What follows belongs to an exercise in optimizing a design on an open flow for small area, a short achievable clock period and few clock cycles; a production flow would make more cautious choices. The RTL was checked by simulation tests, not by an equivalence proof against the original design. No activity file was given, so power comes from the tool's default toggle rates.

oak:
## mips16_core
module mips16_core(
	input clk,
	input rst,  
	output [9:0] imem_addr,
	input [15:0] imem_rdata,
	output [9:0] dmem_addr,
	output dmem_we,
	output [15:0] dmem_wdata,
	input [15:0] dmem_rdata,
	input [15:0] in_data,
	output rf_we,
	output [4:0] rf_waddr,
	output [15:0] rf_wdata
	);
clock: 44.0 ns
lec_check: 0
cap_margin: 20
core_margin: 2
core_utilization: 40
cts_cluster_diameter: 100
cts_cluster_size: 30
slew_margin: 20
synth_hierarchical: 1
synth_minimum_keep_size: 0
standard.sh (not shown) runs the stock make flow with config.mk's settings and CLKGATE_MAP_FILE= SYNTH_SCRIPT=/design/flow/synth_recipe.tcl, a recipe that flattens the netlist after the stock synthesis.
==> flow/flow/run.sh <==
#!/bin/bash
set -euo pipefail
MARGIN=34.05
bash standard.sh SETUP_SLACK_MARGIN=$MARGIN "BUFFER_PORTS_ARGS=-buffer_cell sky130_fd_sc_hd__buf_4" finish > standard_flow.log 2>&1
Testbench counts of oak, summed over its fixed seeds: cycles 27,902.
Changes in pine relative to oak:
- CTS_CLUSTER_SIZE: 30 -> unset
- CTS_CLUSTER_DIAMETER: 100 -> unset
==> flow/flow/run.sh <==
#!/bin/bash
set -euo pipefail
MARGIN=34.05
CTS="-sink_clustering_enable -repair_clock_nets -sink_clustering_size 24 -sink_clustering_max_diameter 80 -dont_use_dummy_load"
bash standard.sh SETUP_SLACK_MARGIN=$MARGIN "BUFFER_PORTS_ARGS=-buffer_cell sky130_fd_sc_hd__buf_4" "CTS_ARGS=$CTS" finish > standard_flow.log 2>&1
[summary]
Taking oak as the reference point, the share of total power consumed by net switching of pine falls by 0.51 points.
Re share of layout cells above drive strength 1: oak and pine aren't equal, and the higher value belongs to oak.
For pine, the critical path launch point was dm_wdata[3], unlike oak, where it was fpc[9].
Between pine and oak, it is pine whose multi-input gate share of the layout cell area is higher, by 0.34 points.
Going from oak to pine, power shrank slightly.
Clock transition at the registers of the reported paths was higher in the run labelled oak.

---

mips16_core, a different RTL version from the one above (not shown whole).
Size in the first run: ~3100 cells after synthesis, roughly 600 flip-flops, ~110 I/O pins, roughly 36000 sq um of cells after synthesis.
==> flow/design.v (excerpt) <==
module mips16_core(
	input clk,
	input rst,  
	output [9:0] imem_addr,
	input [15:0] imem_rdata,
	output [9:0] dmem_addr,
	output dmem_we,
	output [15:0] dmem_wdata,
	input [15:0] dmem_rdata,
	input [15:0] in_data,
	output rf_we,
	output [4:0] rf_waddr,
	output [15:0] rf_wdata
	);
	localparam [5:0] OP_NOP = 6'h00, OP_LW = 6'h01, OP_SW = 6'h02, OP_MV = 6'h03,
		OP_BGZ = 6'h04, OP_BEZ = 6'h05, OP_JMP = 6'h06, OP_JAL = 6'h07, OP_JR = 6'h08,
		OP_SLT = 6'h09, OP_SLTI = 6'h0A, OP_SEQ = 6'h0B, OP_SEQI = 6'h0C, OP_LIM = 6'h0D,
		OP_SL = 6'h0E, OP_SR = 6'h0F, OP_ADD = 6'h10, OP_SUB = 6'h11, OP_MULT = 6'h12,
		OP_DIV = 6'h13, OP_MOD = 6'h14, OP_ADDI = 6'h15, OP_SUBI = 6'h16, OP_MULTI = 6'h17,
		OP_DIVI = 6'h18, OP_MODI = 6'h19, OP_NOT = 6'h1A, OP_XOR = 6'h1B, OP_OR = 6'h1C,
		OP_AND = 6'h1D, OP_LWR = 6'h1E, OP_SWR = 6'h1F, OP_SI = 6'h20, OP_SLI = 6'h21,
		OP_SRI = 6'h22;
	reg [9:0] fpc, npc;
	reg ahead;          
	reg dv;             
	reg [15:0] ir;
	reg ev;             
	reg e_wr1;          
	reg [4:0] e_ra;     
	reg [1:0] ph;       
	reg [3:0] cnt;      
	reg ld_iss;         
	reg [9:0] dm_addr;
	reg dm_we;
	reg [15:0] dm_wdata;  
	reg rfw_we;
	reg [4:0] rfw_addr;
	reg [15:0] rfw_data;  
	assign imem_addr = fpc;
	assign dmem_addr = dm_addr;
	assign dmem_we = dm_we;
	assign dmem_wdata = dm_wdata;
	assign rf_we = rfw_we;
	assign rf_waddr = rfw_addr;
	assign rf_wdata = rfw_data;
	wire [5:0] op = ir[15:10];
	wire [4:0] fa = ir[9:5];
	wire [4:0] fb = ir[4:0];
	wire is_lw = (op == OP_LW), is_lwr = (op == OP_LWR);
	wire [4:0] ra = e_ra;
	wire [15:0] rA, rB;
	wire r1nz;
	reg wen;
	reg [4:0] waddr;
	wire [15:0] wdata_alu;
	wire sel_ld = is_lw | is_lwr;
	wire sel_si = (op == OP_SI);
	wire [15:0] wdata;
	reg clr;  
	always @(posedge clk) clr <= rst;
	REGFILE regs(.clk(clk), .clr(clr), .we(wen), .waddr(waddr), .wdata(wdata_alu),
  ...
export LEC_CHECK = 0
export CAP_MARGIN = 20
export CORE_MARGIN = 2
export CORE_UTILIZATION = 40
export GPL_TIMING_DRIVEN = 0
export SLEW_MARGIN = 20
export SYNTH_HIERARCHICAL = 1
export SYNTH_MINIMUM_KEEP_SIZE = 0
create_clock -name core_clock -period 44.0 [get_ports {clk}]
==> flow/flow/run.sh <==
#!/bin/bash
set -euo pipefail
MARGIN=34.05
CTS="-sink_clustering_enable -repair_clock_nets -sink_clustering_size 24 -sink_clustering_max_diameter 80 -dont_use_dummy_load"
bash standard.sh SETUP_SLACK_MARGIN=$MARGIN "BUFFER_PORTS_ARGS=-buffer_cell sky130_fd_sc_hd__buf_4" "CTS_ARGS=$CTS" finish > standard_flow.log 2>&1
The first run finished clean.
Testbench counts at the start, summed over its fixed seeds: cycles 27,902.
Change:
Settings changed: GPL_TIMING_DRIVEN 0 to unset.
Result: The new run completed with no timing, DRC or antenna violations. Synthesized cell count is unchanged. Non-clock buffer count falls by 54. Design area shrinks by 2.3%. Die area is unchanged. Maximum frequency came out higher by 0.91%. Sequential power rose by about 1%.
Change:
==> flow/run.sh (new file) <==
#!/bin/bash
# synth_recipe.tcl (not shown) runs the flow's synth.tcl, then flattens the netlist and writes it again
# the make line also repeats each setting of config.mk as NAME=value (left out here)
make -C /OpenROAD-flow-scripts/flow DESIGN_CONFIG=/design/flow/config.mk WORK_HOME=/design/flow/orfs CLKGATE_MAP_FILE= SYNTH_SCRIPT=/design/flow/synth_recipe.tcl finish
Settings changed: CTS_CLUSTER_DIAMETER set to 80, CTS_CLUSTER_SIZE set to 24.
removed: flow/flow/run.sh
removed: flow/standard.sh
Critical path depth drops by 3.
Cell count fell by 0.54%.
Register-to-register slack gets worse by 0.97 ns.
Design area stays flat.
Worst setup slack loses 1.0 ns.
Die area stays the same.
Via count shrinks by 2.1%.
Routed wire length is lower by 3.0%.

port drivers added, routing unchanged:
Ports are ideal in the flow. The routed layouts listed here were re-timed in OpenROAD. Step 1 (the two cells are an assumption about what drives the block):
set clk [get_ports {clk}]
set_driving_cell -lib_cell sky130_fd_sc_hd__clkbuf_16 $clk
set_driving_cell -lib_cell sky130_fd_sc_hd__buf_2 [delete_from_list [all_inputs] $clk]
Step 2 adds t to the input delays and takes it off the output delays; t is the mean of the earliest and latest rising clock arrival at the registers after step 1. Input paths then give back, and output paths get back, about the clock's delay inside the block. Slacks: ideal / step 1 / step 2; pairs: ideal / step 1.
| run | t (ns) | slack for setup (ns) | worst hold slack (ns) | worst data-port slew with drivers (ns) | pins driven straight from the clock port |
|---|---|---|---|---|---|
| oak | 0.699 | 34.061 / 33.988 / 33.442 | 0.506 / 0.506 / 0.506 | 0.05 | 1 |
| pine | 0.639 | 34.063 / 34.000 / 33.497 | 0.493 / 0.493 / 0.493 | 0.05 | 1 |
| the first run of note 2 | 0.647 | 33.948 / 33.986 / 33.338 | 0.484 / 0.484 / 0.484 | 0.05 | 1 |
| the second run of note 2 | 0.617 | 34.038 / 33.994 / 33.444 | 0.496 / 0.496 / 0.496 | 0.06 | 1 |
| the third run of note 2 | 0.671 | 32.997 / 32.929 / 32.258 | 0.489 / 0.489 / 0.489 | 0.12 | 1 |
After both steps every run listed still meets setup and hold. The setup slack of the third run of note 2, which loses most, moves by -0.068 ns with the drivers and by -0.739 ns with both steps.
